Context: an optimization exercise on an open-source flow, tuned for small area. The choices shown serve that exercise and are no tape-out recipe.
Function was checked by simulation only, so behaviour that the tests miss may differ from the original.
Power and IR drop assume default switching activity.

$ cat flow/flow/run.sh
#!/bin/bash
# Layout: the standard flow (standard.sh), with these changes:
#  - ports are buffered with buf_1 instead of the default buffer;
set -uo pipefail
here=$(pwd)
export BUFFER_PORTS_ARGS="-buffer_cell sky130_fd_sc_hd__buf_1"
results=$here/orfs/results/sky130hd/image_process_v1_0/base
for cfg in "30 60" "24 50" "20 45"; do
  set -- $cfg
  tag=cts_${1}_${2}
  export CTS_ARGS="-sink_clustering_enable -repair_clock_nets -sink_clustering_size $1 -sink_clustering_max_diameter $2 -buf_list sky130_fd_sc_hd__clkbuf_16 -dont_use_dummy_load"
  rm -rf "$here/orfs" "$here/out/final.def"
  if ! bash standard.sh > "standard_$tag.log" 2>&1; then
    echo "standard flow failed for $tag"
    continue
  fi
  openroad -no_init -exit flow/clkslew.tcl > "clkslew_$tag.log" 2>&1 || true
  slew=$(sed -n 's/^MAXCLKSLEW //p' "clkslew_$tag.log")
  echo "$tag: max clock pin slew ${slew:-unknown} ns"
  if [[ -n "$slew" ]] && awk -v s="$slew" 'BEGIN { exit !(s <= 0.118) }'; then
    exit 0
  fi
done
# keep the last layout
exit 0
$ cat flow/config.mk
export PLATFORM = sky130hd
export DESIGN_NAME = image_process_v1_0
export DESIGN_NICKNAME = image_process_v1_0
export VERILOG_FILES = /design/flow/design.v
export SDC_FILE = /design/flow/constraint.sdc
export NUM_CORES = 4
export LEC_CHECK = 0
export CAP_MARGIN = 0
export CORE_MARGIN = 2
export CORE_UTILIZATION = 70
export PLACE_DENSITY = 0.8
export SLEW_MARGIN = 0
$ cat flow/design.v
module image_process_v1_0 #
(
	parameter integer IMG_W = 32,
	parameter integer IMG_H = 24,
	parameter integer C_M00_AXIS_TDATA_WIDTH	= 32,
	parameter integer C_M00_AXIS_START_COUNT	= 32,
	parameter integer C_S00_AXIS_TDATA_WIDTH	= 32
)
(
	input wire  m00_axis_aclk,
	input wire  m00_axis_aresetn,
	output reg  m00_axis_tvalid,
	output wire [C_M00_AXIS_TDATA_WIDTH-1 : 0] m00_axis_tdata,
	output wire [(C_M00_AXIS_TDATA_WIDTH/8)-1 : 0] m00_axis_tstrb,
	output wire  m00_axis_tlast,
	input wire  m00_axis_tready,
	output reg  s00_axis_tready,
	input wire [C_S00_AXIS_TDATA_WIDTH-1 : 0] s00_axis_tdata,
	input wire [(C_S00_AXIS_TDATA_WIDTH/8)-1 : 0] s00_axis_tstrb,
	input wire  s00_axis_tlast,
	input wire  s00_axis_tvalid
);
localparam integer NBLK = (IMG_W/2)*(IMG_H/2);	 
localparam integer GLEN = 3*IMG_W + 8;			 
localparam integer MLEN = 2*IMG_W + 5;			 
wire clk = m00_axis_aclk;
wire rst = m00_axis_aresetn;			 
wire rnext = s00_axis_tready && s00_axis_tvalid;
wire wnext = m00_axis_tvalid && m00_axis_tready;
wire ce    = rnext;
reg [7:0] n;
always @(posedge clk)
begin
	if(!rst)
		n<=0;
	else if(ce && n!=4*IMG_W+16)
		n<=n+1'b1;
end
reg av_valid, fifo_wr_valid;
always @(posedge clk)
begin
	if(!rst)
		begin
			av_valid<=1'b0;
			fifo_wr_valid<=1'b0;
		end
	else
		begin
			if(n==4*IMG_W+10)
				av_valid<=1'b1;
			if(n==4*IMG_W+15)
				fifo_wr_valid<=1'b1;
		end
end
wire [7:0] gr = s00_axis_tdata[23:16];
wire [7:0] gg = s00_axis_tdata[15:8];
wire [7:0] gb = s00_axis_tdata[7:0];
wire gray_n1 = gr[0] ^ gg[0] ^ 1'b1;
wire gray_n2 = (gr[0] & gg[0]) | (gr[0] & 1'b1) | (gg[0] & 1'b1);
wire gray_n3 = gr[0] ^ gr[2] ^ gg[0];
wire gray_n4 = (gr[0] & gr[2]) | (gr[0] & gg[0]) | (gr[2] & gg[0]);
wire gray_n5 = gg[2] ^ ~gb[0] ^ 1'b1;
wire gray_n6 = (gg[2] & ~gb[0]) | (gg[2] & 1'b1) | (~gb[0] & 1'b1);
wire gray_n7 = gr[0] ^ gr[1] ^ gr[3];
wire gray_n8 = (gr[0] & gr[1]) | (gr[0] & gr[3]) | (gr[1] & gr[3]);
wire gray_n9 = gg[1] ^ gg[3] ^ ~gb[1];
wire gray_n10 = (gg[1] & gg[3]) | (gg[1] & ~gb[1]) | (gg[3] & ~gb[1]);
wire gray_n11 = gr[1] ^ gr[2] ^ gr[4];
wire gray_n12 = (gr[1] & gr[2]) | (gr[1] & gr[4]) | (gr[2] & gr[4]);
wire gray_n13 = gg[0] ^ gg[2] ^ gg[4];
wire gray_n14 = (gg[0] & gg[2]) | (gg[0] & gg[4]) | (gg[2] & gg[4]);
wire gray_n15 = gr[2] ^ gr[3] ^ gr[5];
wire gray_n16 = (gr[2] & gr[3]) | (gr[2] & gr[5]) | (gr[3] & gr[5]);
wire gray_n17 = gg[1] ^ gg[3] ^ gg[5];
wire gray_n18 = (gg[1] & gg[3]) | (gg[1] & gg[5]) | (gg[3] & gg[5]);
wire gray_n19 = gb[0] ^ ~gb[3];
wire gray_n20 = gb[0] & ~gb[3];
wire gray_n21 = gr[0] ^ gr[3] ^ gr[4];
wire gray_n22 = (gr[0] & gr[3]) | (gr[0] & gr[4]) | (gr[3] & gr[4]);
wire gray_n23 = gr[6] ^ gg[2] ^ gg[4];
wire gray_n24 = (gr[6] & gg[2]) | (gr[6] & gg[4]) | (gg[2] & gg[4]);
wire gray_n25 = gg[6] ^ gb[1] ^ ~gb[4];
wire gray_n26 = (gg[6] & gb[1]) | (gg[6] & ~gb[4]) | (gb[1] & ~gb[4]);
wire gray_n27 = gr[1] ^ gr[4] ^ gr[5];
wire gray_n28 = (gr[1] & gr[4]) | (gr[1] & gr[5]) | (gr[4] & gr[5]);
wire gray_n29 = gr[7] ^ gg[0] ^ gg[3];
wire gray_n30 = (gr[7] & gg[0]) | (gr[7] & gg[3]) | (gg[0] & gg[3]);
wire gray_n31 = gg[5] ^ gg[7] ^ gb[2];
wire gray_n32 = (gg[5] & gg[7]) | (gg[5] & gb[2]) | (gg[7] & gb[2]);
wire gray_n33 = gr[2] ^ gr[5] ^ gr[6];
wire gray_n34 = (gr[2] & gr[5]) | (gr[2] & gr[6]) | (gr[5] & gr[6]);
wire gray_n35 = gg[1] ^ gg[4] ^ gg[6];
wire gray_n36 = (gg[1] & gg[4]) | (gg[1] & gg[6]) | (gg[4] & gg[6]);
wire gray_n37 = gb[3] ^ ~gb[6];
wire gray_n38 = gb[3] & ~gb[6];
wire gray_n39 = gr[3] ^ gr[6] ^ gr[7];
wire gray_n40 = (gr[3] & gr[6]) | (gr[3] & gr[7]) | (gr[6] & gr[7]);
wire gray_n41 = gg[2] ^ gg[5] ^ gg[7];
wire gray_n42 = (gg[2] & gg[5]) | (gg[2] & gg[7]) | (gg[5] & gg[7]);
wire gray_n43 = gb[4] ^ ~gb[7];
wire gray_n44 = gb[4] & ~gb[7];
wire gray_n45 = gr[4] ^ gr[7] ^ gg[3];
wire gray_n46 = (gr[4] & gr[7]) | (gr[4] & gg[3]) | (gr[7] & gg[3]);
wire gray_n47 = gg[6] ^ gb[5] ^ 1'b1;
wire gray_n48 = (gg[6] & gb[5]) | (gg[6] & 1'b1) | (gb[5] & 1'b1);
wire gray_n49 = gr[5] ^ gg[4] ^ gg[7];
wire gray_n50 = (gr[5] & gg[4]) | (gr[5] & gg[7]) | (gg[4] & gg[7]);
wire gray_n51 = gb[6] ^ 1'b1;
wire gray_n52 = gb[6] & 1'b1;
wire gray_n53 = gr[6] ^ gg[5] ^ gb[7];
wire gray_n54 = (gr[6] & gg[5]) | (gr[6] & gb[7]) | (gg[5] & gb[7]);
wire gray_n55 = gr[7] ^ gg[6] ^ 1'b1;
wire gray_n56 = (gr[7] & gg[6]) | (gr[7] & 1'b1) | (gg[6] & 1'b1);
wire gray_n57 = gray_n2 ^ gr[1] ^ gg[1];
wire gray_n58 = (gray_n2 & gr[1]) | (gray_n2 & gg[1]) | (gr[1] & gg[1]);
wire gray_n59 = gray_n4 ^ gray_n6 ^ gray_n7;
wire gray_n60 = (gray_n4 & gray_n6) | (gray_n4 & gray_n7) | (gray_n6 & gray_n7);
wire gray_n61 = gray_n8 ^ gray_n10 ^ gray_n11;
wire gray_n62 = (gray_n8 & gray_n10) | (gray_n8 & gray_n11) | (gray_n10 & gray_n11);
wire gray_n63 = gray_n13 ^ ~gb[2];
wire gray_n64 = gray_n13 & ~gb[2];
wire gray_n65 = gray_n12 ^ gray_n14 ^ gray_n15;
wire gray_n66 = (gray_n12 & gray_n14) | (gray_n12 & gray_n15) | (gray_n14 & gray_n15);
wire gray_n67 = gray_n17 ^ gray_n19;
wire gray_n68 = gray_n17 & gray_n19;
wire gray_n69 = gray_n16 ^ gray_n18 ^ gray_n20;
wire gray_n70 = (gray_n16 & gray_n18) | (gray_n16 & gray_n20) | (gray_n18 & gray_n20);
wire gray_n71 = gray_n21 ^ gray_n23 ^ gray_n25;
wire gray_n72 = (gray_n21 & gray_n23) | (gray_n21 & gray_n25) | (gray_n23 & gray_n25);
wire gray_n73 = gray_n22 ^ gray_n24 ^ gray_n26;
wire gray_n74 = (gray_n22 & gray_n24) | (gray_n22 & gray_n26) | (gray_n24 & gray_n26);
wire gray_n75 = gray_n27 ^ gray_n29 ^ gray_n31;
wire gray_n76 = (gray_n27 & gray_n29) | (gray_n27 & gray_n31) | (gray_n29 & gray_n31);
wire gray_n77 = gray_n28 ^ gray_n30 ^ gray_n32;
wire gray_n78 = (gray_n28 & gray_n30) | (gray_n28 & gray_n32) | (gray_n30 & gray_n32);
wire gray_n79 = gray_n33 ^ gray_n35 ^ gray_n37;
wire gray_n80 = (gray_n33 & gray_n35) | (gray_n33 & gray_n37) | (gray_n35 & gray_n37);
wire gray_n81 = gray_n34 ^ gray_n36 ^ gray_n38;
wire gray_n82 = (gray_n34 & gray_n36) | (gray_n34 & gray_n38) | (gray_n36 & gray_n38);
wire gray_n83 = gray_n39 ^ gray_n41 ^ gray_n43;
wire gray_n84 = (gray_n39 & gray_n41) | (gray_n39 & gray_n43) | (gray_n41 & gray_n43);
wire gray_n85 = gray_n40 ^ gray_n42 ^ gray_n44;
wire gray_n86 = (gray_n40 & gray_n42) | (gray_n40 & gray_n44) | (gray_n42 & gray_n44);
wire gray_n87 = gray_n45 ^ gray_n47;
wire gray_n88 = gray_n45 & gray_n47;
wire gray_n89 = gray_n46 ^ gray_n48 ^ gray_n49;
wire gray_n90 = (gray_n46 & gray_n48) | (gray_n46 & gray_n49) | (gray_n48 & gray_n49);
wire gray_n91 = gray_n50 ^ gray_n52 ^ gray_n53;
wire gray_n92 = (gray_n50 & gray_n52) | (gray_n50 & gray_n53) | (gray_n52 & gray_n53);
wire gray_n93 = gray_n56 ^ gg[7] ^ 1'b1;
wire gray_n94 = (gray_n56 & gg[7]) | (gray_n56 & 1'b1) | (gg[7] & 1'b1);
wire gray_n95 = gray_n58 ^ gray_n3 ^ gray_n5;
wire gray_n96 = (gray_n58 & gray_n3) | (gray_n58 & gray_n5) | (gray_n3 & gray_n5);
wire gray_n97 = gray_n60 ^ gray_n61 ^ gray_n63;
wire gray_n98 = (gray_n60 & gray_n61) | (gray_n60 & gray_n63) | (gray_n61 & gray_n63);
wire gray_n99 = gray_n62 ^ gray_n64 ^ gray_n65;
wire gray_n100 = (gray_n62 & gray_n64) | (gray_n62 & gray_n65) | (gray_n64 & gray_n65);
wire gray_n101 = gray_n66 ^ gray_n68 ^ gray_n69;
wire gray_n102 = (gray_n66 & gray_n68) | (gray_n66 & gray_n69) | (gray_n68 & gray_n69);
wire gray_n103 = gray_n70 ^ gray_n72 ^ gray_n73;
wire gray_n104 = (gray_n70 & gray_n72) | (gray_n70 & gray_n73) | (gray_n72 & gray_n73);
wire gray_n105 = gray_n75 ^ ~gb[5];
wire gray_n106 = gray_n75 & ~gb[5];
wire gray_n107 = gray_n74 ^ gray_n76 ^ gray_n77;
wire gray_n108 = (gray_n74 & gray_n76) | (gray_n74 & gray_n77) | (gray_n76 & gray_n77);
wire gray_n109 = gray_n78 ^ gray_n80 ^ gray_n81;
wire gray_n110 = (gray_n78 & gray_n80) | (gray_n78 & gray_n81) | (gray_n80 & gray_n81);
wire gray_n111 = gray_n82 ^ gray_n84 ^ gray_n85;
wire gray_n112 = (gray_n82 & gray_n84) | (gray_n82 & gray_n85) | (gray_n84 & gray_n85);
wire gray_n113 = gray_n86 ^ gray_n88 ^ gray_n89;
wire gray_n114 = (gray_n86 & gray_n88) | (gray_n86 & gray_n89) | (gray_n88 & gray_n89);
wire gray_n115 = gray_n90 ^ gray_n91 ^ 1'b1;
wire gray_n116 = (gray_n90 & gray_n91) | (gray_n90 & 1'b1) | (gray_n91 & 1'b1);
wire gray_n117 = gray_n92 ^ gray_n54 ^ gray_n55;
wire gray_n118 = (gray_n92 & gray_n54) | (gray_n92 & gray_n55) | (gray_n54 & gray_n55);
wire gray_n119 = gray_n96 ^ gray_n59 ^ gray_n9;
wire gray_n120 = (gray_n96 & gray_n59) | (gray_n96 & gray_n9) | (gray_n59 & gray_n9);
wire gray_n121 = gray_n98 ^ gray_n99 ^ gray_n67;
wire gray_n122 = (gray_n98 & gray_n99) | (gray_n98 & gray_n67) | (gray_n99 & gray_n67);
wire gray_n123 = gray_n100 ^ gray_n101 ^ gray_n71;
wire gray_n124 = (gray_n100 & gray_n101) | (gray_n100 & gray_n71) | (gray_n101 & gray_n71);
wire gray_n125 = gray_n102 ^ gray_n103 ^ gray_n105;
wire gray_n126 = (gray_n102 & gray_n103) | (gray_n102 & gray_n105) | (gray_n103 & gray_n105);
wire gray_n127 = gray_n104 ^ gray_n106 ^ gray_n107;
wire gray_n128 = (gray_n104 & gray_n106) | (gray_n104 & gray_n107) | (gray_n106 & gray_n107);
wire gray_n129 = gray_n108 ^ gray_n109 ^ gray_n83;
wire gray_n130 = (gray_n108 & gray_n109) | (gray_n108 & gray_n83) | (gray_n109 & gray_n83);
wire gray_n131 = gray_n110 ^ gray_n111 ^ gray_n87;
wire gray_n132 = (gray_n110 & gray_n111) | (gray_n110 & gray_n87) | (gray_n111 & gray_n87);
wire gray_n133 = gray_n112 ^ gray_n113 ^ gray_n51;
wire gray_n134 = (gray_n112 & gray_n113) | (gray_n112 & gray_n51) | (gray_n113 & gray_n51);
wire gray_n135 = gray_n126 ^ gray_n127 ^ gray_n79;
wire gray_n136 = (gray_n126 & gray_n127) | (gray_n126 & gray_n79) | (gray_n127 & gray_n79);
wire gray_n137 = gray_n134 ^ gray_n114 ^ gray_n115;
wire gray_n138 = (gray_n134 & gray_n114) | (gray_n134 & gray_n115) | (gray_n114 & gray_n115);
wire gray_n139 = gray_n136 ^ gray_n128 ^ gray_n129;
wire gray_n140 = (gray_n136 & gray_n128) | (gray_n136 & gray_n129) | (gray_n128 & gray_n129);
wire gray_n141 = gray_n138 ^ gray_n116 ^ gray_n117;
wire gray_n142 = (gray_n138 & gray_n116) | (gray_n138 & gray_n117) | (gray_n116 & gray_n117);
wire gray_n143 = gray_n140 ^ gray_n130 ^ gray_n131;
wire gray_n144 = (gray_n140 & gray_n130) | (gray_n140 & gray_n131) | (gray_n130 & gray_n131);
wire gray_n145 = gray_n142 ^ gray_n118 ^ gray_n93;
wire gray_n146 = (gray_n142 & gray_n118) | (gray_n142 & gray_n93) | (gray_n118 & gray_n93);
wire gray_n147 = gray_n144 ^ gray_n132 ^ gray_n133;
wire gray_n148 = (gray_n144 & gray_n132) | (gray_n144 & gray_n133) | (gray_n132 & gray_n133);
wire gray_n149 = gray_n146 ^ gray_n94 ^ 1'b1;
wire gray_n150 = (gray_n146 & gray_n94) | (gray_n146 & 1'b1) | (gray_n94 & 1'b1);
wire gray_n151 = gray_n120 ^ gray_n97;
wire gray_n152 = gray_n120 & gray_n97;
wire gray_n153 = gray_n121 ^ gray_n152;
wire gray_n154 = gray_n121 & gray_n152;
wire gray_n155 = gray_n122 ^ gray_n123 ^ gray_n154;
wire gray_n156 = (gray_n122 & gray_n123) | (gray_n122 & gray_n154) | (gray_n123 & gray_n154);
wire gray_n157 = gray_n124 ^ gray_n125 ^ gray_n156;
wire gray_n158 = (gray_n124 & gray_n125) | (gray_n124 & gray_n156) | (gray_n125 & gray_n156);
wire gray_n159 = gray_n135 ^ gray_n158;
wire gray_n160 = gray_n135 & gray_n158;
wire gray_n161 = gray_n139 ^ gray_n160;
wire gray_n162 = gray_n139 & gray_n160;
wire gray_n163 = gray_n143 ^ gray_n162;
wire gray_n164 = gray_n143 & gray_n162;
wire gray_n165 = gray_n147 ^ gray_n164;
wire gray_n166 = gray_n147 & gray_n164;
wire gray_n167 = gray_n148 ^ gray_n137 ^ gray_n166;
wire gray_n168 = (gray_n148 & gray_n137) | (gray_n148 & gray_n166) | (gray_n137 & gray_n166);
wire gray_n169 = gray_n141 ^ gray_n168;
wire gray_n170 = gray_n141 & gray_n168;
wire gray_n171 = gray_n145 ^ gray_n170;
wire gray_n172 = gray_n145 & gray_n170;
wire gray_n173 = gray_n149 ^ gray_n172;
wire gray_n174 = gray_n149 & gray_n172;
wire [7:0] gray = {gray_n173, gray_n171, gray_n169, gray_n167, gray_n165, gray_n163, gray_n161, gray_n159};
reg [8*GLEN-1:0] dch;
always @(posedge clk)
begin
	if(ce)
		dch<={dch[8*GLEN-9:0],gray};
end
function [7:0] tap;
	input [8*GLEN-1:0] ch;
	input [7:0] cnt;
	input integer p;
	tap = (cnt>p) ? ch[8*p+:8] : 8'd0;
endfunction
function gt;
	input [7:0] a,b;
	integer i;
	reg g;
	begin
		g = 1'b0;
		for(i=0;i<8;i=i+1)
			g = (a[i] & ~b[i]) | ((a[i] | ~b[i]) & g);
		gt = g;
	end
endfunction
function [7:0] sel3;
	input [7:0] a,b,c;
	input sa,sb,sc;
	sel3 = ({8{sa}} & a) | ({8{sb}} & b) | ({8{sc}} & c);
endfunction
function [7:0] max3;
	input [7:0] a,b,c;
	input ab,ac,bc;
	max3 = sel3(a,b,c, ab&ac, ~ab&bc, ~(ab&ac)&~(~ab&bc));
endfunction
function [7:0] min3;
	input [7:0] a,b,c;
	input ab,ac,bc;
	min3 = sel3(a,b,c, ~ab&~ac, ab&~bc, (ab&bc)|(~ab&ac));
endfunction
function [7:0] mid3;
	input [7:0] a,b,c;
	input ab,ac,bc;
	mid3 = sel3(a,b,c, (ab&~bc&~ac)|(~ab&ac), (ab&bc)|(~ab&~ac&~bc), (ab&~bc&ac)|(~ab&~ac&bc));
endfunction
wire [7:0] a0 = dch[8*(IMG_W+5)+:8], a1 = dch[8*(IMG_W+6)+:8], a2 = dch[8*(IMG_W+7)+:8];
wire [7:0] b0 = tap(dch,n,2*IMG_W+5), b1 = tap(dch,n,2*IMG_W+6), b2 = tap(dch,n,2*IMG_W+7);
wire [7:0] c0 = tap(dch,n,3*IMG_W+5), c1 = tap(dch,n,3*IMG_W+6), c2 = tap(dch,n,3*IMG_W+7);
wire ab0 = gt(a0,b0), ac0 = gt(a0,c0), bc0 = gt(b0,c0);
reg  ab1,ac1,bc1,ab2,ac2,bc2;
wire [7:0] mx0 = max3(a0,b0,c0,ab0,ac0,bc0), md0 = mid3(a0,b0,c0,ab0,ac0,bc0), mn0 = min3(a0,b0,c0,ab0,ac0,bc0);
wire [7:0] mx1 = max3(a1,b1,c1,ab1,ac1,bc1), md1 = mid3(a1,b1,c1,ab1,ac1,bc1), mn1 = min3(a1,b1,c1,ab1,ac1,bc1);
wire [7:0] mx2 = max3(a2,b2,c2,ab2,ac2,bc2), md2 = mid3(a2,b2,c2,ab2,ac2,bc2), mn2 = min3(a2,b2,c2,ab2,ac2,bc2);
wire x01 = gt(mx0,mx1), x02 = gt(mx0,mx2);
wire d01 = gt(md0,md1), d02 = gt(md0,md2);
wire n01 = gt(mn0,mn1), n02 = gt(mn0,mn2);
reg  x12, d12, n12;
wire [7:0] min_max = min3(mx0,mx1,mx2,x01,x02,x12);
wire [7:0] mid_mid = mid3(md0,md1,md2,d01,d02,d12);
wire [7:0] max_min = max3(mn0,mn1,mn2,n01,n02,n12);
wire [7:0] med = mid3(min_max,mid_mid,max_min,
                      gt(min_max,mid_mid),gt(min_max,max_min),gt(mid_mid,max_min));
always @(posedge clk)
begin
	if(!rst)
		begin
			ab1<=0; ac1<=0; bc1<=0;
			ab2<=0; ac2<=0; bc2<=0;
			x12<=0; d12<=0; n12<=0;
		end
	else if(ce)
		begin
			ab1<=ab0; ac1<=ac0; bc1<=bc0;
			ab2<=ab1; ac2<=ac1; bc2<=bc1;
			x12<=x01; d12<=d01; n12<=n01;
		end
end
reg [8*MLEN-1:0] ech;
always @(posedge clk)
begin
	if(ce)
		ech<={ech[8*MLEN-9:0],med};
end
wire [7:0] e35 = ech[8*(IMG_W+2)+:8];
wire [7:0] e36 = ech[8*(IMG_W+3)+:8];
wire [7:0] e67 = ech[8*(2*IMG_W+2)+:8];
wire [7:0] e68 = ech[8*(2*IMG_W+3)+:8];
wire [9:0] average_value = e35 + e36 + e67 + e68;
wire [7:0] gray_bf_2 = ech[8*(2*IMG_W+4)+:8];		 
wire ceb = ce && av_valid;
reg [5:0] cnt;
always @(posedge clk)
begin
	if(!rst)
		cnt<=0;
	else if(ceb)
		cnt<=cnt+1'b1;
end
wire row_a = (cnt<IMG_W);
wire wcond = ceb && row_a && !cnt[0];
reg [7:0] bf_cnt;
always @(posedge clk)
begin
	if(!rst)
		bf_cnt<=0;
	else if(wcond && bf_cnt!=NBLK)
		bf_cnt<=bf_cnt+1'b1;
end
reg [10*NBLK-1:0] bg;
always @(posedge clk)
begin
	if(wcond)
		bg<={bg[10*NBLK-11:0],average_value};
end
wire [9:0] back_pixel = (bf_cnt==NBLK) ? bg[10*NBLK-1-:10] : 10'd0;
wire [10:0] diff = {1'b0,average_value} - {1'b0,back_pixel};
wire moving = diff[10] ? (diff < 11'h7ba) : (diff > 11'd70);	 
reg [IMG_W/2-1:0] rowflag;
reg rf_out;
reg flag, flag_1, flag_2;
always @(posedge clk)
begin
	if(wcond)
		rowflag<={rowflag[IMG_W/2-2:0],moving};
	else if(ceb && !row_a && cnt[0])
		rowflag<={rowflag[IMG_W/2-2:0],1'b0};
end
always @(posedge clk)
begin
	if(!rst)
		begin
			rf_out<=0;
			flag<=0;
			flag_1<=0;
			flag_2<=0;
		end
	else if(ceb)
		begin
			if(!row_a)
				rf_out<=rowflag[IMG_W/2-1];
			if(row_a && !cnt[0])
				flag<=moving;
			else if(!row_a)
				flag<=rf_out;
			flag_1<=flag;
			flag_2<=flag_1;
		end
end
reg ce_0,ce_1,ce_buf;
always @(posedge clk)
begin
	if(!rst)
		begin
			ce_0<=0;
			ce_1<=0;
			ce_buf<=0;
		end
	else
		begin
			ce_0<=ceb;
			ce_1<=ce_0;
			ce_buf<=ce_1;
		end
end
reg [4:0] cnt_x,cnt_y;
reg [4:0] x1_ns,x2_ns,y1_ns,y2_ns;
reg [4:0] x1_cs,x2_cs,y1_cs,y2_cs;
wire x_end = (cnt_x==IMG_W-1);
wire f_end = (cnt_y==IMG_H-1) && x_end && ce_buf;
wire x_in  = (cnt_x>5) && (cnt_x<IMG_W-6);
wire y_in  = (cnt_y>5) && (cnt_y<IMG_H-6);
wire trk   = flag_2 && ce_buf;
always @(posedge clk)
begin
	if(!rst)
		begin
			cnt_x<=0;
			cnt_y<=0;
		end
	else if(ce_buf)
		begin
			cnt_x<=x_end ? 5'd0 : cnt_x+1'b1;
			if(x_end)
				cnt_y<=(cnt_y==IMG_H-1) ? 5'd0 : cnt_y+1'b1;
		end
end
always @(posedge clk)
begin
	if(!rst)
		begin
			x1_cs<=0; x2_cs<=0; y1_cs<=0; y2_cs<=0;
			x1_ns<=0; x2_ns<=0; y1_ns<=0; y2_ns<=0;
		end
	else if(f_end)
		begin
			x1_cs<=x1_ns; x2_cs<=x2_ns; y1_cs<=y1_ns; y2_cs<=y2_ns;
			x1_ns<=IMG_W-1; x2_ns<=0; y1_ns<=IMG_H-11; y2_ns<=0;
		end
	else if(trk)
		begin
			if(x_in && cnt_x<x1_ns) x1_ns<=cnt_x;
			if(x_in && cnt_x>x2_ns) x2_ns<=cnt_x;
			if(y_in && cnt_y<y1_ns) y1_ns<=cnt_y;
			if(y_in && cnt_y>y2_ns) y2_ns<=cnt_y;
		end
end
wire in_x = (cnt_x<=x2_cs) && (cnt_x>=x1_cs);
wire in_y = (cnt_y<y2_cs) && (cnt_y>y1_cs);
wire blue = ((cnt_y==y1_cs || cnt_y==y2_cs) && in_x) ||
            ((cnt_x==x1_cs || cnt_x==x2_cs) && in_y);
reg [8:0] th;
always @(posedge clk)
begin
	if(!rst)
		th<=0;
	else if(ceb)
		begin
			if(flag_2)
				th<=9'h100;
			else if(blue)
				th<=9'h101;
			else
				th<={1'b0,gray_bf_2};
		end
end
reg [9*32-1:0] fq;
reg [5:0] count;
wire do_wr = ce && fifo_wr_valid;
wire do_rd = wnext;
always @(posedge clk)
begin
	if(do_wr)
		fq<={fq[9*31-1:0],th};
end
always @(posedge clk)
begin
	if(!rst)
		count<=0;
	else if(do_wr && !do_rd)
		count<=count+1'b1;
	else if(!do_wr && do_rd)
		count<=count-1'b1;
end
wire empty        = (count==0);
wire almost_empty = (count<=1);
wire full         = (count==32);
wire almost_full  = (count>=31);
wire [4:0] ridx = count[4:0]-1'b1;
wire [8:0] q = fq[9*ridx+:9];
wire [7:0] r_o = q[8] ? {8{~q[0]}} : q[7:0];
wire [7:0] g_o = q[8] ? 8'd0 : q[7:0];
wire [7:0] b_o = q[8] ? {8{q[0]}} : q[7:0];
assign m00_axis_tdata = {8'd0, r_o, g_o, b_o};
assign m00_axis_tstrb = {(C_M00_AXIS_TDATA_WIDTH/8){1'b1}};
reg [4:0] ocnt;
always @(posedge clk)
begin
	if(!rst)
		ocnt<=0;
	else if(wnext)
		ocnt<=ocnt+1'b1;
end
assign m00_axis_tlast = wnext && (ocnt==IMG_W-1);
always @(posedge clk)
begin
	if(!rst)
		begin
			m00_axis_tvalid<=1'b0;
			s00_axis_tready<=1'b0;
		end
	else
		begin
			m00_axis_tvalid<=!empty && !(almost_empty && wnext);
			s00_axis_tready<=!full && !(almost_full && rnext);
		end
end
endmodule
$ cat flow/flow/clkslew.tcl
# Largest slew at a flip-flop clock pin of the routed layout.
set res orfs/results/sky130hd/image_process_v1_0/base
read_db $res/6_final.odb
read_liberty $::env(FLOW_HOME)/platforms/sky130hd/lib/sky130_fd_sc_hd__tt_025C_1v80.lib
read_sdc $res/6_final.sdc
read_spef $res/6_final.spef
set mx 0
foreach p [get_pins -hierarchical */CLK] {
  set s [get_property $p slew_max]
  if {$s > $mx} { set mx $s }
}
puts "MAXCLKSLEW $mx"
$ cat flow/constraint.sdc
create_clock -name core_clock -period 10.0 [get_ports {m00_axis_aclk}]
set_input_delay 2.0000 -clock core_clock [delete_from_list [all_inputs] [get_ports {m00_axis_aclk}]]
set_output_delay 2.0000 -clock core_clock [all_outputs]
set_load 0.01 [all_outputs]
$ cat flow/standard.sh
#!/bin/bash
# synth_recipe.tcl (not shown) runs the flow's synth.tcl, then flattens the netlist and writes it again
# the make line also repeats each setting of config.mk as NAME=value (left out here)
make -C /OpenROAD-flow-scripts/flow DESIGN_CONFIG=/design/flow/config.mk WORK_HOME=/design/flow/orfs CLKGATE_MAP_FILE= SYNTH_SCRIPT=/design/flow/synth_recipe.tcl "${@:-finish}"
==> impl.org, run 1 <==
** Yosys
- Cell taking the most area after synthesis :: edfxtp_1
- Dominant synthesized flop cell :: edfxtp_1
- Synthesis produced a netlist whose cell count is 5645.
- Syn Std Cell Area :: 0.125 mm2
- The share of synthesized area in the top cell type comes to 0.869.
- Number of distinct library cell variants in the gate-level netlist after synthesis :: 105
- Synth Register Bits :: 3720
- Fraction of synthesis flops using an asynchronous set or reset pin :: 0
- Number of warnings issued by yosys :: 1
- Sequential area share after synthesis :: 0.887
- Post-Synthesis Mean Instance Area :: 22.1 um2
- Number of synthesized flops with an enable pin :: 3608
- By area the synthesized netlist is led by edfxtp_1, dfxtp_1, mux4_2.

** Pwr
- Dividing total power by cell area gives a power density of 210 mW/mm2.
- Of the total power, the share spent switching nets is 0.219.
- Internal Power :: 21.8 mW
- The share of total power dissipated in the clock network is 0.297.
- For this design the total switching power over the nets is 6.13 mW.
- Static leakage :: 34.1 nW
- Of the total power, combinational logic draws 0.078.
- Summing internal, switching and leakage power gives 28.0 mW.
- Of the total power, registers draw 0.625.
- The worst-case IR drop observed on VDD is 0.000237 V.

** Routing
- Routed len/inst :: 27.1 um
- Via count :: 50959
- Before antenna repair, the detailed router went through 6 iterations.
- The count of nets left with antenna violations once routing finished came out at 0.
- Drt total wl :: 222 mm
- Using the TritonRoute via totals, the vias-per-cell ratio works out to 6.22.
- After detailed routing, the number of remaining DRC violations is 0.
- Count of routing violations after the opening detailed-route iteration :: 6496

** Global routing
- Leftover overflow at the end of global routing :: 0
- The first global-routing pass estimated 329 mm of wire.
- Largest net degree at the start of global routing :: 250
- The initial antenna violation count came to 14.
- For this run, the total global-route usage over all layers was measured as 0.247.
- Via count of the first global-routing pass :: 51371

** Status
- The flow ran to the end and the layout has no timing, DRC or antenna violations.

** Clock network
- TritonCTS clock tree :: done
- Clock-pin slew was measured on the worst setup and hold paths at 100 ps.
- After clock tree synthesis, the flow added hold-fix buffers numbering 0.
- The longest clock path from root to sink contains 3 buffers.
- Total CTS buffers :: 210
- For this design, the sink count on the clock tree is 3720.
- In this run the post-CTS setup repair buffer count came out at 0.
- CTS-repair resized insts :: 0
- Insertion delay of the later-clocked pin in the worst-skew pair :: 860 ps
- In this run the number of H-tree levels came out at 4.
- The root buffer cell chosen for the clock tree is clkbuf_16.

** Timing
- Worst Hold Margin :: 361 ps
- Final max-slew violation count :: 0
- RSZ-0062 raised after global routing :: false
- Clk_skew :: 84.3 ps
- Of the available clock period, the critical path in the final layout requires 0.928.
- Setup violations remaining at the end of the flow were counted as 0.
- Transition at the pin with the smallest max-transition slack :: 1390 ps
- Headroom to the max-slew limit came out at 0.0765.
- The final number of hold-violating endpoints is 0.
- Timing would allow up to 0.108 GHz.
- Setup total negative slack on the finished layout was measured at 0 ps.
- Counting I/O delays and the setup requirement, the final critical path takes 9280 ps.

** Layout
- Layout Utilization :: 0.755
- Share of post-route cells with drive strength above 1 :: 0.0742
- The filler cells instantiated in the layout total 9106.
- Summing all flip-flop and latch instances after layout gives 0.111 mm2.
- Multi-input gate area in the final layout :: 0.0130 mm2
- At the end of the flow, the number of nets in the layout was 6062.
- Area added between synthesis and finish :: 6.89%

** Die
- The total area inside the core boundary comes to 0.176 mm2.
- Overall die area :: 0.181 mm2
- For this configuration, the core starts out at a cell density of 0.706.
- The floorplan has 154 rows.
- Measured along the x axis, the die boundary spans 426 um.
- From bottom edge to top edge, the die measures 426 um.
- During I/O placement, the number of pins put on the boundary was 80.

** Job
- Number of maximum-capacitance constraint violations :: 0

** Critical path
- CP endpoint kind :: register
- Type of the setup path with the least slack :: register to register
- Critical Path AT :: 9910 ps
- STA classifies the critical path startpoint as a register.
- In this design, the stage delay of the slowest critical-path cell is 880 ps.
- Along the worst path, the maximum fanout reaches 17.
- On the critical path, the stage with the largest delay is an instance of o211ai_1.
- Data on the critical path is required at its endpoint by 10630 ps.

** Place
- Buffers on Ports :: 54
- Once detailed placement completed, the half-perimeter wirelength came to 112 mm.
- Routability congestion estimate from global placement :: 0.852

** Min path
- Class of the worst hold path :: register to register
[through the flow]
stage,area [um2],setup WS [ps],instances
after floorplan,125000,-41910,5655
after global placement,128000,1810,7978
after detailed placement,128000,1360,7978
after CTS,133000,1030,8188
after global routing,133000,279,8189
final,133000,715,8189
[Yosys cell counts, types with 38 or more instances]
cell type  instances
dfxtp_1          112
mux2i_1           42
nor2_1           170
mux4_2            90
clkbuf_1          86
a21oi_1          145
fa_1              75
nand3_1           38
o21ai_0          102
ha_1              96
edfxtp_1        3608
inv_1            176
nand2_1          286
[cell families (layout without fill, tap and decap cells)]
logic type / after synthesis / count (layout) / share of synthesized area
DFF: 3720 / 3720 / 0.887
and+or+nand+nor: 685 / 685 / 0.0251
AOI/OAI and AO/OA: 572 / 572 / 0.0315
buffers and inverters: 299 / 492 / 0.00974
adders and majority gates: 179 / 179 / 0.0223
muxes: 141 / 141 / 0.0205
xor gates and xnor gates: 47 / 47 / 0.00336
other: 2 / 13 / 0.0000603
[routing by layer]
layer	up-vias	wire (um)	global-route usage
met3	470	12100	0.0368
met2	1945	111000	0.404
li1	22296	-	-
met5	-	64	0
met4	10	7310	0.0806
met1	26238	90900	0.353
[critical path, delay by kind of cell (launching register included)]
family          cells  cell delay [ps]
buf+inv             1              100
flops               1              460
xor+xnor            1              550
compound gates     15             5710
simple gates        7             1650
mux                 1              350
fa+ha+maj           1              230
[registers in the layout (all words and copies together), names as in the netlist, 6 cells and up]
register	flops
ech	552
bg	1920
dch	832
bf_cnt	8
fq	288
cnt	6
th	9
count	6
rowflag	16
n	8
[worst paths after layout]
kind	end	cells past startpoint	slack (ps)	start
worst max-delay path	ech[3]$_DFFE_PP_	26	720	n[0]$_SDFFE_PN0P_
worst min-delay path	ech[177]$_DFFE_PP_	0	360	ech[169]$_DFFE_PP_
worst max register to register	ech[3]$_DFFE_PP_	26	720	n[0]$_SDFFE_PN0P_
worst min register to register	ech[177]$_DFFE_PP_	0	360	ech[169]$_DFFE_PP_
[power by group through the flow]
| stage | combinational, mW | sequential, mW | clock [mW] |
|---|---|---|---|
| 6_report | 2.18 | 17.5 | 8.31 |
| 5_1_grt | 2.38 | 17.5 | 8.94 |
| 4_1_cts | 2.18 | 17.5 | 8.50 |
| 3_5_place_dp | 2.09 | 17.8 | 0 |
| 3_3_place_gp | 1.99 | 17.8 | 0 |
| 2_1_floorplan | 1.47 | 18.6 | 0 |
[cell usage in the layout, fill, tap and decap left out, types with 15 or more instances in the layout]
master and count:
a211oi_1 33, a21o_1 21, a21oi_1 145, a22oi_1 23, a31oi_1 20, and2_1 27, buf_1 54, buf_12 17
buf_4 32, clkbuf_16 210, dfxtp_1 111, edfxtp_1 3608, fa_1 75, ha_1 95, inv_1 175, mux2i_1 42
mux4_2 90, nand2_1 284, nand2b_1 29, nand3_1 38, nor2_1 169, nor2b_1 19, nor3_1 24, o211ai_1 20
o21ai_0 102, o221ai_1 30, o22ai_1 21, or2_2 15, xnor2_1 28, xor2_1 16
[area by class of cell]
class,instances,area share
Tap cell,2340,0.0220
Clock buffer,210,0.0394
Inverter,179,0.00524
Multi-Input combinational cell,1636,0.0973
Timing Repair Buffer,103,0.00588
Antenna cell,1,0.0000188
Sequential cell,3720,0.830
==> run 2, diff against run 1 <==
--- a/flow/flow/run.sh
+++ b/flow/flow/run.sh
@@ -17,7 +17,7 @@
   openroad -no_init -exit flow/clkslew.tcl > "clkslew_$tag.log" 2>&1 || true
   slew=$(sed -n 's/^MAXCLKSLEW //p' "clkslew_$tag.log")
   echo "$tag: max clock pin slew ${slew:-unknown} ns"
-  if [[ -n "$slew" ]] && awk -v s="$slew" 'BEGIN { exit !(s <= 0.118) }'; then
+  if [[ -n "$slew" ]] && awk -v s="$slew" 'BEGIN { exit !(s <= 0.124) }'; then
     exit 0
   fi
 done
==> impl.org, run 2 <==
** Status
- The run finished with no timing, DRC or antenna violations.

** Timing
- F_max :: 0.106 GHz (-1.6%)
- Setup repair after global routing left no endpoint under its margin.
- The final number of hold-violating endpoints was 0 (unchanged).
- The final period utilization came to 0.944 (+0.0154).
- The total negative slack was 0 ps (unchanged).
- The relative slew slack is 0.111 (+0.0346).
- Final setup fails :: 0 (unchanged)
- Transition at the pin with the smallest max-transition slack :: 1330 ps (-52.0 ps)
- Clock period minus worst slack :: 9440 ps (+154 ps)
- The worst clock skew is 102 ps (+17.8 ps).
- Final max-slew violation count :: 0 (unchanged)

** Die
- Overall die area :: 0.181 mm2 (unchanged)
- Top Ports :: 80 (unchanged)
- The width of the die is 426 um (unchanged).
- The total number of placement rows is 154 (unchanged).
- Height of the die :: 426 um (unchanged)
- Core Region :: 0.176 mm2 (unchanged)
- Effective utilization at floorplan :: 0.706 (unchanged)

** Routing
- Drt total wl :: 217 mm (-2.0%)
- The DRC violation count after routing came to 0 (unchanged).
- Detailed-route vias per instance :: 6.18 (-0.70%)
- The total vias in the final route was 50399 (-1.1%).
- Number of nets still failing antenna checks after routing :: 0 (unchanged)
- Routed len/inst :: 26.6 um (-1.6%)
- The violation count after the first detailed-routing iteration was 6354 (-2.2%).
- The number of detailed-route iterations in the first pass is 8 (+2).

** Global routing
- The number of global-route vias before repair came to 50211 (-2.3%).
- Largest net degree at the start of global routing :: 250 (unchanged)
- Global Route Usage Sum :: 0.242 (-0.00481)
- Leftover overflow at the end of global routing :: 0 (unchanged)
- Number of antenna violations at the first check in global routing :: 8 (-6)
- Wire length of the first global-routing pass :: 322 mm (-2.1%)

** Layout
- Area added between synthesis and finish :: 6.19%
- The largest registers in the layout are bg: 1920 flops, dch: 832 flops, ech: 552 flops.
- Leaving out fill and tap cells, the most frequent cell in the layout is edfxtp_1.
- Multi-input gate area in the final layout :: 0.0130 mm2 (about the same)
- Total of fill cells in the finished design :: 9201 (+1.0%)
- Commonest non-fill, non-tap cells in the layout :: edfxtp_1, nand2_1, inv_1, clkbuf_16, nor2_1
- Layout Utilization :: 0.750 (-0.00495)
- The number of flip-flops in the largest register is 1920 (unchanged).
- Final nets :: 6027 (-0.58%)
- Reg with most FFs :: bg
- Sequential Area :: 0.111 mm2 (unchanged)
- The share of layout cells above drive strength 1 is 0.0685 (-0.00575).

** Place
- Routability congestion estimate from global placement :: 0.852 (unchanged)
- The count of buffers inserted at the top-level ports was 54 (unchanged).
- DP Wirelength :: 112 mm (unchanged)

** Clock network
- The count of cells resized by post-cts repair was 0 (unchanged).
- The number of buffers created by CTS is 175 (-17%).
- Insertion delay of the later-clocked pin in the worst-skew pair :: 850 ps (about the same)
- TritonCTS built the clock tree.
- The clock transition at the registers of the reported paths is 100 ps (about the same).
- Total number of clock tree sinks :: 3720 (unchanged)
- H-tree levels :: 4 (unchanged)
- The number of buffers added to fix hold violations after cts was 0 (unchanged).
- Buffer depth of the longest clock path :: 3 (unchanged)
- The root buffer cell chosen for the clock tree is clkbuf_16.
- Total setup buffers inserted after CTS :: 0 (unchanged)

** Yosys
- The Yosys warning count was 1 (unchanged).
- Parity-gate share of the synthesized area counting xor and xnor cells :: 0.00336 (unchanged)
- The number of flops mapped to enable cells by yosys came to 3608 (unchanged).
- The fraction of the mapped netlist area in compound gates is 0.0315 (unchanged).
- The unique cell type count in the Yosys netlist was 105 (unchanged).
- The average instance area after synthesis is 22.1 um2 (unchanged).
- The post-synthesis instance area came to 0.125 mm2 (unchanged).
- Fraction of synthesis flops using an asynchronous set or reset pin :: 0 (unchanged)
- Number of instances in the synthesized netlist :: 5645 (unchanged)
- The post-synthesis simple-gate area fraction came to 0.0251 (unchanged).
- Summed over all instances, the cell type with the most area after synthesis is edfxtp_1.
- For this run, the leading register cell type out of synthesis is edfxtp_1.
- After synthesis, the largest family of logic cells by area is compound AO/OA/AOI/OAI gates.
- The portion of the post-synthesis area used by sequential elements was 0.887 (unchanged).
- Post-synth top area share :: 0.869 (unchanged)
- The arithmetic-cell share of the synthesized area counting full adders, half adders and majority gates was 0.0223 (unchanged).
- The number of register bits inferred by synthesis came to 3720 (unchanged).
- The commonest cells after synthesis are edfxtp_1, nand2_1, inv_1.
- Largest cells by area after synthesis :: edfxtp_1, dfxtp_1, mux4_2
- Multiplexer fraction of the synthesized cell area :: 0.0205 (unchanged)
- Yosys instantiated no cell more often than edfxtp_1.

** Critical path
- Reg-to-reg critical path startpoint :: n[0]$_SDFFE_PN0P_
- Critical Path AT :: 9940 ps (+30 ps)
- CP Launch Type :: register
- The worst setup path is captured at a register.
- Maximum fanout count along the critical path :: 14 (-3)
- By startpoint and endpoint, the worst setup path is classified as register to register.
- Critical path data required time :: 10500 ps (-130 ps)
- The most critical setup path has its startpoint at n[0]$_SDFFE_PN0P_.

** Pwr
- The leakage power figure was 33.7 nW (-1.3%).
- Total power density per cell area :: 206 mW/mm2 (-2.1%)
- Worst voltage drop across the vdd grid :: 0.000205 V (-14%)

** Job
- The max-cap violation count is 0 (unchanged).

** Min path
- Class of the worst hold path :: register to register
- The worst hold path begins at bg[988]$_DFFE_PP_.
-- run 2: cell counts after synthesis --
Identical to the previous run, type by type.
-- run 2: worst paths after layout --
path	to	slack, ps	cells past startpoint
worst max-delay path	ech[3]$_DFFE_PP_	560	25
worst min-delay path	bg[998]$_DFFE_PP_	360	0
worst max register to register	ech[3]$_DFFE_PP_	560	25
worst min register to register	bg[998]$_DFFE_PP_	360	0
-- run 2: per-stage QoR --
stage	area (um2)	hold slack [ps]	worst slack, ps	instances	power [mW]
after global routing	132000	364	175	8153	28.0
after detailed placement	128000	405	1360	7978	19.9
after global placement	128000	401	1810	7978	19.8
after floorplan	125000	400	-41910	5655	20.1
final	132000	361	561	8156	27.2
after CTS	132000	361	898	8153	27.4
-- run 2: metal layers --
layer / GRT usage / wire [um] / part of all wire / vias up
met5: 0 / 13 / 0.000060 / -
met4: 0.0726 / 6690 / 0.031 / 2
met3: 0.0309 / 11400 / 0.052 / 445
met2: 0.401 / 110000 / 0.51 / 1871
met1: 0.348 / 89300 / 0.41 / 25863
li1: - / - / - / 22218
-- run 2: final cells by class --
class                   count  share of cell area
clock buffers             175              0.0331
diodes                      3           0.0000567
well taps                2340              0.0221
inverters                 179             0.00528
flip-flops and latches   3720               0.836
multi-input cells        1636              0.0979
repair buffers            103             0.00592
-- run 2: logic make-up after synthesis --
kind of cell / count (synthesis)
AND/OR/NAND/NOR: 685
other: 2
buffers and inverters: 299
multiplexers: 141
flip-flops: 3720
adder cells (fa/ha/maj): 179
XOR/XNOR: 47
AO/OA/AOI/OAI: 572
-- run 2: worst max-delay path, cell delays in order, from the launching register on --
cell and delay (ps):
dfxtp_1 460, inv_1 100, ha_1 230, or3b_1 430
o211ai_1 920, nand2_1 390, a22oi_1 320, o31ai_1 170
a21bo_2 330, a41oi_2 250, a2bb2oi_4 140, a221oi_1 1050
o21bai_1 230, o211ai_1 110, maj3_2 340, o21ai_2 550
nand2b_4 230, o221a_1 320, o22ai_2 300, nor2_1 130
o311ai_2 390, a21o_1 170, o221ai_1 160, a32oi_2 520
xnor2_1 510, o221ai_1 360
-- run 2: power by group --
group          leakage, nW  switching (mW)  internal [mW]
clock                 2.16            4.42           3.13
combinational         5.38            1.39          0.791
sequential            26.1           0.142           17.3
total                 33.7            5.95           21.2
==> run 3, diff against run 2 <==
--- a/flow/flow/run.sh
+++ b/flow/flow/run.sh
@@ -1,16 +1,23 @@
 #!/bin/bash
 # Layout: the standard flow (standard.sh), with these changes:
+#  - synthesis maps logic with ABC using flow/abc_area.script (an
+#    area-oriented script) in place of ORFS's; everything else in synthesis,
+#    and every other step, is ORFS's own script (a copy of ORFS's scripts
+#    folder in which only abc_area.script is replaced);
 #  - ports are buffered with buf_1 instead of the default buffer;
 set -uo pipefail
 here=$(pwd)
+scripts=$here/orfs_scripts
+rm -rf "$scripts"
+cp -r "$FLOW_HOME/scripts" "$scripts"
+cp flow/abc_area.script "$scripts/abc_area.script"
 export BUFFER_PORTS_ARGS="-buffer_cell sky130_fd_sc_hd__buf_1"
-results=$here/orfs/results/sky130hd/image_process_v1_0/base
 for cfg in "30 60" "24 50" "20 45"; do
   set -- $cfg
   tag=cts_${1}_${2}
   export CTS_ARGS="-sink_clustering_enable -repair_clock_nets -sink_clustering_size $1 -sink_clustering_max_diameter $2 -buf_list sky130_fd_sc_hd__clkbuf_16 -dont_use_dummy_load"
   rm -rf "$here/orfs" "$here/out/final.def"
-  if ! bash standard.sh > "standard_$tag.log" 2>&1; then
+  if ! bash standard.sh SCRIPTS_DIR="$scripts" finish > "standard_$tag.log" 2>&1; then
     echo "standard flow failed for $tag"
     continue
   fi
==> flow/flow/abc_area.script (new file) <==
strash; &get -n; &fraig -x; &put; scorr; dc2; dretime; strash; &get -n; &dch -f; &nf -R 1000; &put; topo; dnsize
--- a/flow/config.mk
+++ b/flow/config.mk
@@ -5,6 +5,7 @@
 export SDC_FILE = /design/flow/constraint.sdc
 export NUM_CORES = 4
 export LEC_CHECK = 0
+export ABC_AREA = 1
 export CAP_MARGIN = 0
 export CORE_MARGIN = 2
 export CORE_UTILIZATION = 70
==> impl.org, run 3 <==
** Status
- The flow ran to the end and the layout has no timing, DRC or antenna violations.

** Yosys
- The synthesized-area fraction occupied by xor and xnor cells was 0.00216 (-0.00121).
- Post-Synthesis Mean Instance Area :: 23.1 um2 (+4.7%)
- Dominant synthesized flop cell :: edfxtp_1
- The portion of the post-synthesis area used by sequential elements came to 0.907 (+0.0201).
- The share of synthesized area spent on multiplexers was 0.0111 (-0.00942).
- Most instantiated library cell after synthesis :: edfxtp_1
- In the post-synthesis netlist, the biggest area contributors are edfxtp_1, dfxtp_1, fa_1.
- Syn Std Cell Area :: 0.122 mm2 (-2.2%)
- Fraction of synthesis flops using an asynchronous set or reset pin :: 0 (unchanged)
- Most used standard cells in the synthesized netlist :: edfxtp_1, nand2_1, nor2_1
- Number of synthesized flops with an enable pin :: 3608 (unchanged)
- Number of instances in the synthesized netlist :: 5271 (-6.6%)
- By area, the combinational part of the netlist is dominated by compound AO/OA/AOI/OAI gates.
- The unique cell type count in the Yosys netlist came to 59 (-44%).
- Cell taking the most area after synthesis :: edfxtp_1
- The area fraction of the dominant cell type after synthesis came to 0.889 (+0.0197).
- The post-synthesis simple-gate area fraction is 0.0193 (-0.00581).
- The Yosys warning count is 1 (unchanged).
- Synth Register Bits :: 3720 (unchanged)
- Fraction of the mapped netlist area in compound gates :: 0.0277 (-0.00381)
- The arithmetic-cell share of the synthesized area counting full adders, half adders and majority gates is 0.0263 (+0.00394).

** Die
- Number of rows created at floorplan :: 153 (-0.65%)
- The standard cell core area was 0.173 mm2 (-1.7%).
- Die width :: 421 um (-1.1%)
- Effective utilization at floorplan :: 0.703 (-0.00343)
- The I/O pin count was 80 (unchanged).
- The full die area was 0.177 mm2 (-2.2%).
- Height of the die :: 421 um (-1.1%)

** Global routing
- Global Route Usage Sum :: 0.234 (-0.00865)
- Routing layer with the top usage in global route :: met2
- The global-route wire length before repair is 308 mm (-4.3%).
- Leftover overflow at the end of global routing :: 0 (unchanged)
- Largest net degree at the start of global routing :: 219 (-12%)
- The number of global-route vias before repair is 48463 (-3.5%).
- The met2 demand-to-capacity share in global routing came to 0.379 (-0.0215).
- The global routing usage on met1 is 0.346 (-0.00231).
- The initial antenna violation count was 8 (unchanged).
- Met3 demand-to-capacity share in global routing :: 0.0298 (-0.00107)

** Routing
- The number of detailed-route iterations in the first pass was 6 (-2).
- The via density per instance is 6.00 (-3.0%).
- Count of routing violations after the opening detailed-route iteration :: 5756 (-9.4%)
- Remaining DRCs :: 0 (unchanged)
- The total vias in the final route is 48008 (-4.7%).
- The number of nets still failing antenna checks after routing is 0 (unchanged).
- Routed len/inst :: 25.6 um (-3.7%)
- Drt total wl :: 205 mm (-5.4%)

** Timing
- The fmax was 0.104 GHz (-2.2%).
- The final period utilization is 0.965 (+0.0211).
- Clock period minus worst slack :: 9650 ps (+211 ps)
- The worst hold slack came to 357 ps (-4.02 ps).
- Post-route setup slack :: 350 ps (-211 ps)
- The final number of hold-violating endpoints came to 0 (unchanged).
- Final setup fails :: 0 (unchanged)
- Transition at the pin with the smallest max-transition slack :: 1280 ps (-48.8 ps)
- The relative slew slack came to 0.144 (+0.0325).
- Setup TNS :: 0 ps (unchanged)
- The worst clock skew is 105 ps (+2.71 ps).
- The count of pins over their slew limit was 0 (unchanged).

** Place
- Buffers on Ports :: 54 (unchanged)
- The number of placed instances with taps included was 7807 (-2.1%).
- DP Wirelength :: 104 mm (-6.9%)
- Placed Instance Area :: 0.127 mm2 (-1.1%)
- The last weighted congestion value of the routability-driven placer was 0.854 (+0.31%).
- The worst setup timing slack at the placement stage was -902 ps (-2260 ps).

** Layout
- From synthesis to final layout, the design area changed by 7.85%.
- Ranked by flip-flop count, first place goes to bg.
- Most common library cell in the layout ignoring fill and taps :: edfxtp_1
- The share of layout cells above drive strength 1 came to 0.0916 (+0.0231).
- The final-stage net count came to 5893 (-2.2%).
- Number of flip-flops in the largest register :: 1920 (unchanged)
- The final cell count without fillers was 8006 (-1.8%).
- Total of fill cells in the finished design :: 8909 (-3.2%)
- Biggest regs :: bg: 1920 flops, dch: 832 flops, ech: 552 flops
- The end-of-flow core utilization was 0.758 (+0.00801).
- The post-route cell area is 0.131 mm2 (-0.68%).
- Commonest non-fill, non-tap cells in the layout :: edfxtp_1, nand2_1, nor2_1, clkbuf_16, clkinv_1

** Clock network
- The clock transition at the registers of the reported paths was 100 ps (about the same).
- The deepest clock path buffer count was 3 (unchanged).
- The clock latency on the worst-skew pair came to 850 ps (about the same).
- TritonCTS clock tree :: done
- CTS placed an instance of clkbuf_16 at the clock tree root.
- The number of buffers added to fix hold violations after cts was 0 (unchanged).
- Total number of clock tree sinks :: 3720 (unchanged)
- The H-tree depth is 4 (unchanged).
- Total CTS buffers :: 173 (-1.1%)

** Min path
- Launch point of the worst hold path :: ech[146]$_DFFE_PP_
- Class of the worst hold path :: register to register
- Hold path depth :: 0 (unchanged)
- The path with the worst hold slack has its endpoint at ech[154]$_DFFE_PP_.

** Critical path
- The critical path data required time came to 10520 ps (+20 ps).
- The critical path buffer and inverter count came to 3 (+2).
- The critical path is of the register to register type.
- The endpoint identified for the worst register-to-register timing path is ech[6]$_DFFE_PP_.
- STA classifies the critical path endpoint as a register.
- Kind of cell adding the most delay to the critical path :: adder cells
- The internal reg-to-reg setup slack was 350 ps (-210 ps).
- Most prevalent standard cell on the critical path :: maj3_2
- Worst Reg2Reg Path Length in Cells :: 39 (+56%)
- CP peak stage delay :: 390 ps (-660 ps)
- The arrival time at the worst endpoint was 10170 ps (+230 ps).
- The startpoint identified for the worst register-to-register timing path is n[6]$_SDFFE_PN0P_.
- CP Launch Type :: register
- Maximum fanout count along the critical path :: 5 (-9)
- Slowest stage cell, crit path :: maj3_2

** Pwr
- Clk pwr share :: 0.271 (-0.007)
- NetSw :: 6.19 mW (+4.0%)
- Total power density per cell area :: 210 mW/mm2 (+2.0%)
- The maximum ir drop on the vdd rail came to 0.000205 V (+0.13%).
- The total power of the final layout was 27.5 mW (+1.3%).
- Static leakage :: 33.5 nW (-0.45%)
- Sequential power share :: 0.635 (-0.007)
- The switching share of total power came to 0.225 (+0.00599).
- Internal Power :: 21.4 mW (+0.48%)
- Combinational power share :: 0.094 (+0.014)

** Job
- Number of maximum-capacitance constraint violations :: 0 (unchanged)
-- run 3: changes by cell type in the layout (fill, tap and decap cells not counted), moves of 42 or more --
cell,change
nand2_1,-108
inv_1,-175
buf_4,+130
clkinv_1,+161
o21ai_0,+47
a21oi_1,-42
-- run 3: what timing repair did --
item	4_1_cts	5_1_grt
buffers inserted	16	8
pin swaps	26	38
endpoints found under the hold margin	0	0
resized for setup	58	61
setup endpoints to repair	8	8
-- run 3: worst max path at each step --
stage	start	to	slack [ps]	cells past startpoint
after CTS	n[0]$_SDFFE_PN0P_	ech[3]$_DFFE_PP_	8	39
final	n[6]$_SDFFE_PN0P_	ech[6]$_DFFE_PP_	350	39
after global routing	n[7]$_SDFFE_PN0P_	ech[3]$_DFFE_PP_	-90	39
after detailed placement	n[0]$_SDFFE_PN0P_	ech[7]$_DFFE_PP_	-900	38
after floorplan	n[0]$_SDFFE_PN0P_	ech[0]$_DFFE_PP_	-440	38
after global placement	n[0]$_SDFFE_PN0P_	ech[0]$_DFFE_PP_	-940	39
-- run 3: power groups by stage --
stage	sequential, mW	clock (mW)	combinational, mW
floorplan	17.8	0	1.61
global placement	17.8	0	2.34
detailed placement	17.8	0	2.45
CTS	17.5	7.65	2.57
global route	17.5	8.09	2.83
finish	17.5	7.46	2.58
-- run 3: logic make-up (layout without fill, tap and decap cells) --
logic type	count (synthesis)	in the layout
AND/OR/NAND/NOR	525	525
XOR/XNOR	30	30
flip-flops	3720	3720
buffers and inverters	182	580
AO/OA/AOI/OAI	522	522
other	2	14
adder cells (fa/ha/maj)	221	221
multiplexers	69	69
-- run 3: area by class of cell --
cell class              count  area, um2  area share
well taps                2325       2910      0.0221
clock buffers             173       4330      0.0329
inverters                 170        693     0.00527
repair buffers            237       1770      0.0135
flip-flops and latches   3720     111000       0.841
diodes                      2       5.00   0.0000381
multi-input cells        1379      11100      0.0847
-- run 3: metal layers --
metal  share of wire  up-vias  routed length (um)
li1                -    21436                   -
met1            0.42    24815               87100
met2            0.50     1446              103000
met3           0.047      309                9720
met4           0.026        2                5400
met5        0.000078        -                  16
==> run 4, diff against run 3 <==
--- a/flow/design.v
+++ b/flow/design.v
@@ -236,12 +236,6 @@
 	if(ce)
 		dch<={dch[8*GLEN-9:0],gray};
 end
-function [7:0] tap;
-	input [8*GLEN-1:0] ch;
-	input [7:0] cnt;
-	input integer p;
-	tap = (cnt>p) ? ch[8*p+:8] : 8'd0;
-endfunction
 function gt;
 	input [7:0] a,b;
 	integer i;
@@ -273,11 +267,34 @@
 	input ab,ac,bc;
 	mid3 = sel3(a,b,c, (ab&~bc&~ac)|(~ab&ac), (ab&bc)|(~ab&~ac&~bc), (ab&~bc&ac)|(~ab&~ac&bc));
 endfunction
+reg v68,v69,v70,v71,v100,v101,v102,v103;
+always @(posedge clk)
+begin
+	if(!rst)
+		{v68,v69,v70,v71,v100,v101,v102,v103}<=8'd0;
+	else if(ce)
+		begin
+			if(n==2*IMG_W+4) v68<=1'b1;
+			if(n==2*IMG_W+5) v69<=1'b1;
+			if(n==2*IMG_W+6) v70<=1'b1;
+			if(n==2*IMG_W+7) v71<=1'b1;
+			if(n==3*IMG_W+4) v100<=1'b1;
+			if(n==3*IMG_W+5) v101<=1'b1;
+			if(n==3*IMG_W+6) v102<=1'b1;
+			if(n==3*IMG_W+7) v103<=1'b1;
+		end
+end
 wire [7:0] a0 = dch[8*(IMG_W+5)+:8], a1 = dch[8*(IMG_W+6)+:8], a2 = dch[8*(IMG_W+7)+:8];
-wire [7:0] b0 = tap(dch,n,2*IMG_W+5), b1 = tap(dch,n,2*IMG_W+6), b2 = tap(dch,n,2*IMG_W+7);
-wire [7:0] c0 = tap(dch,n,3*IMG_W+5), c1 = tap(dch,n,3*IMG_W+6), c2 = tap(dch,n,3*IMG_W+7);
-wire ab0 = gt(a0,b0), ac0 = gt(a0,c0), bc0 = gt(b0,c0);
-reg  ab1,ac1,bc1,ab2,ac2,bc2;
+wire [7:0] b0 = v69 ? dch[8*(2*IMG_W+5)+:8] : 8'd0;
+wire [7:0] b1 = v70 ? dch[8*(2*IMG_W+6)+:8] : 8'd0;
+wire [7:0] b2 = v71 ? dch[8*(2*IMG_W+7)+:8] : 8'd0;
+wire [7:0] c0 = v101 ? dch[8*(3*IMG_W+5)+:8] : 8'd0;
+wire [7:0] c1 = v102 ? dch[8*(3*IMG_W+6)+:8] : 8'd0;
+wire [7:0] c2 = v103 ? dch[8*(3*IMG_W+7)+:8] : 8'd0;
+wire [7:0] an = dch[8*(IMG_W+4)+:8];
+wire [7:0] bn = v68 ? dch[8*(2*IMG_W+4)+:8] : 8'd0;
+wire [7:0] cn = v100 ? dch[8*(3*IMG_W+4)+:8] : 8'd0;
+reg  ab0,ac0,bc0,ab1,ac1,bc1,ab2,ac2,bc2;
 wire [7:0] mx0 = max3(a0,b0,c0,ab0,ac0,bc0), md0 = mid3(a0,b0,c0,ab0,ac0,bc0), mn0 = min3(a0,b0,c0,ab0,ac0,bc0);
 wire [7:0] mx1 = max3(a1,b1,c1,ab1,ac1,bc1), md1 = mid3(a1,b1,c1,ab1,ac1,bc1), mn1 = min3(a1,b1,c1,ab1,ac1,bc1);
 wire [7:0] mx2 = max3(a2,b2,c2,ab2,ac2,bc2), md2 = mid3(a2,b2,c2,ab2,ac2,bc2), mn2 = min3(a2,b2,c2,ab2,ac2,bc2);
@@ -294,12 +311,14 @@
 begin
 	if(!rst)
 		begin
+			ab0<=0; ac0<=0; bc0<=0;
 			ab1<=0; ac1<=0; bc1<=0;
 			ab2<=0; ac2<=0; bc2<=0;
 			x12<=0; d12<=0; n12<=0;
 		end
 	else if(ce)
 		begin
+			ab0<=gt(an,bn); ac0<=gt(an,cn); bc0<=gt(bn,cn);
 			ab1<=ab0; ac1<=ac0; bc1<=bc0;
 			ab2<=ab1; ac2<=ac1; bc2<=bc1;
 			x12<=x01; d12<=d01; n12<=n01;
==> impl.org, run 4 <==
** Routing
- Detailed-route vias per instance :: 6.12 (+2.1%)
- Count of routing violations after the opening detailed-route iteration :: 5785 (+0.50%)
- Via count :: 48608 (+1.2%)
- The detail-routed net length per standard cell came to 25.6 um (-0.11%).
- The DRC violation count after routing came to 0 (unchanged).
- The number of nets still failing antenna checks after routing is 0 (unchanged).
- 1st-pass router iterations :: 6 (unchanged)

** Clock network
- The number of buffers created by CTS was 177 (+2.3%).
- The deepest clock path buffer count came to 3 (unchanged).
- The clock transition at the registers of the reported paths was 100 ps (about the same).
- The count of cells resized by post-cts repair is 0 (-100%).
- Total setup buffers inserted after CTS :: 0 (-16)
- The number of buffers added to fix hold violations after cts is 0 (unchanged).
- Clk Tree Root Cell :: clkbuf_16
- TritonCTS built the clock tree.

** Layout
- The share of layout cells above drive strength 1 is 0.0506 (-0.0410).
- Biggest regs :: bg: 1920 flops, dch: 832 flops, ech: 552 flops
- Total of fill cells in the finished design :: 8975 (+0.74%)
- Area added between synthesis and finish :: 6.61%
- Finished Layout Cells :: 7943 (-0.79%)
- The number of flip-flops in the largest register came to 1920 (unchanged).
- The post-route cell area came to 0.130 mm2 (-0.83%).
- The final-stage net count came to 5831 (-1.1%).
- In the layout the commonest cells are edfxtp_1, nor2_1, o21ai_0.

** Timing
- Transition at the pin with the smallest max-transition slack :: 1320 ps (+30.9 ps)
- The fmax is 0.107 GHz (+3.3%).
- The final period utilization was 0.935 (-0.0304).
- The worst hold slack is 365 ps (+7.29 ps).
- Final max-slew violation count :: 0 (unchanged)
- Worst slew margin :: 0.114 (-0.0299)
- Post-route setup slack :: 654 ps (+304 ps)
- Clk_skew :: 88.1 ps (-16.7 ps)

** Yosys
- The portion of the post-synthesis area used by sequential elements is 0.906 (-0.00108).
- Ranked by instance count, the synthesized netlist is headed by edfxtp_1, nor2_1, o21ai_0.
- Fraction of synthesis flops using an asynchronous set or reset pin :: 0 (unchanged)
- The Yosys warning count is 1 (unchanged).
- The most used flip-flop cell after synthesis is edfxtp_1.
- The average instance area after synthesis was 22.9 um2 (-1.0%).
- Number of instances in the synthesized netlist :: 5342 (+1.3%)
- Summed over all instances, the cell type with the most area after synthesis is edfxtp_1.
- Synth Register Bits :: 3731 (+0.30%)
- Syn Std Cell Area :: 0.122 mm2 (+0.32%)

** Place
- The worst setup timing slack at the placement stage came to 1210 ps (+2120 ps).
- The count of buffers inserted at the top-level ports was 54 (unchanged).
- The placed wire-length estimate was 104 mm (+0.52%).
- The last weighted congestion value of the routability-driven placer is 0.848 (-0.76%).

** Pwr
- The net switching power came to 6.22 mW (+0.42%).
- The switching share of total power is 0.225 (+0.000363).
- The cell area power density came to 212 mW/mm2 (+1.1%).
- Sequential power share :: 0.634 (about the same)
- Final total power :: 27.6 mW (+0.26%)
- Clk pwr share :: 0.274 (+0.003)
- The leakage power figure is 32.7 nW (-2.6%).

** Die
- Overall die area :: 0.178 mm2 (+0.31%)
- The total number of placement rows was 153 (unchanged).
- Die width :: 422 um (+0.16%)
- The die height came to 422 um (+0.16%).
- The standard cell core area was 0.174 mm2 (+0.11%).

** Critical path
- By startpoint and endpoint, the worst setup path is classified as register to register.
- The count of cells along the worst register-to-register path is 23 (-41%).
- The critical path data required time was 10530 ps (about the same).
- The internal reg-to-reg setup slack came to 650 ps (+300 ps).
- The arrival time at the worst endpoint came to 9870 ps (-300 ps).
- The startpoint identified for the worst register-to-register timing path is ab1$_SDFFE_PN0P_.
- The largest fanout on the critical path was 15 (+10).

** Min path
- For hold timing, the worst endpoint is dch[83]$_DFFE_PP_.
- The number of cells traversed by the worst hold path came to 0 (unchanged).

** Global routing
- The aggregate global routing overflow was 0 (unchanged).
- The initial antenna violation count is 7 (-1).
- Wire length of the first global-routing pass :: 305 mm (-0.75%)

** Status
- Result of the run :: finished clean
-- run 4: power by group through the flow --
stage | registers [mW] | logic [mW] | clock network (mW)
after detailed placement | 17.8 | 2.53 | 0
after floorplan | 18.0 | 1.69 | 0
after CTS | 17.5 | 2.58 | 7.75
after global routing | 17.5 | 2.80 | 8.18
after global placement | 17.8 | 2.43 | 0
final | 17.5 | 2.55 | 7.56
-- run 4: layer usage --
| layer | part of all wire | vias up | global-route usage |
|---|---|---|---|
| met5 | 0.00014 | - | 0 |
| met2 | 0.50 | 1781 | 0.378 |
| met4 | 0.026 | 4 | 0.0640 |
| met3 | 0.058 | 391 | 0.0348 |
| met1 | 0.41 | 24978 | 0.335 |
| li1 | - | 21454 | - |
-- run 4: area by class of cell --
class                   count  area share
diodes                      1   0.0000192
well taps                2325      0.0223
clock buffers             177      0.0340
flip-flops and latches   3731       0.850
inverters                 170     0.00530
multi-input cells        1439      0.0830
repair buffers            100     0.00517
-- run 4: how the worst max path moves through the flow --
| stage | slack (ps) | cells after the start | endpoint | start |
|---|---|---|---|---|
| floorplan | -2510 | 6 | th[1]$_SDFFE_PN0P_ | s00_axis_tvalid |
| global placement | 1390 | 24 | ech[7]$_DFFE_PP_ | ac0$_SDFFE_PN0P_ |
| detailed placement | 1210 | 24 | ech[7]$_DFFE_PP_ | ab1$_SDFFE_PN0P_ |
| CTS | 930 | 23 | ech[7]$_DFFE_PP_ | ab1$_SDFFE_PN0P_ |
| global route | 310 | 23 | ech[7]$_DFFE_PP_ | ab1$_SDFFE_PN0P_ |
| finish | 650 | 23 | ech[7]$_DFFE_PP_ | ab1$_SDFFE_PN0P_ |
-- run 4: cell families (layout without fill, tap and decap cells) --
group / count (synthesis) / in the layout / share of synthesized area
buffers and inverters: 182 / 447 / 0.00596
muxes: 68 / 68 / 0.0107
adders and majority gates: 213 / 213 / 0.0255
other: 2 / 13 / 0.0000614
and+or+nand+nor: 533 / 533 / 0.0196
AOI/OAI and AO/OA: 584 / 584 / 0.0297
xor gates and xnor gates: 29 / 29 / 0.00208
DFF: 3731 / 3731 / 0.906
-- run 4: critical path: stages, from the launching register on --
cell and delay [ps]:
dfxtp_1 470, and2_0 690, nor2_1 180, a32oi_1 240, o21ai_0 230, a22o_1 290, o22a_1 160, maj3_1 380
maj3_1 370, maj3_1 430, nor2_1 440, a21oi_1 250, a221oi_1 880, clkinv_1 190, maj3_1 390, maj3_1 400
maj3_1 380, maj3_1 400, maj3_1 390, maj3_1 380, maj3_1 450, xnor2_1 650, nand2b_1 220, o221ai_1 160
-- run 4: stage by stage --
stage	util	setup TNS, ps
2_1_floorplan	-	-1878740
3_3_place_gp	0.725	0
3_5_place_dp	0.725	0
4_1_cts	0.751	0
5_1_grt	0.751	0
6_report	0.751	0

Re-timed with assumed drivers on the ports (clkbuf_16 on the clock, buf_2 on other inputs), run 4 has 0.654 ns of setup slack against 0.654 ns with ideal ports, and 0.654 ns once port delays also move by the mid clock arrival of 0.888 ns.
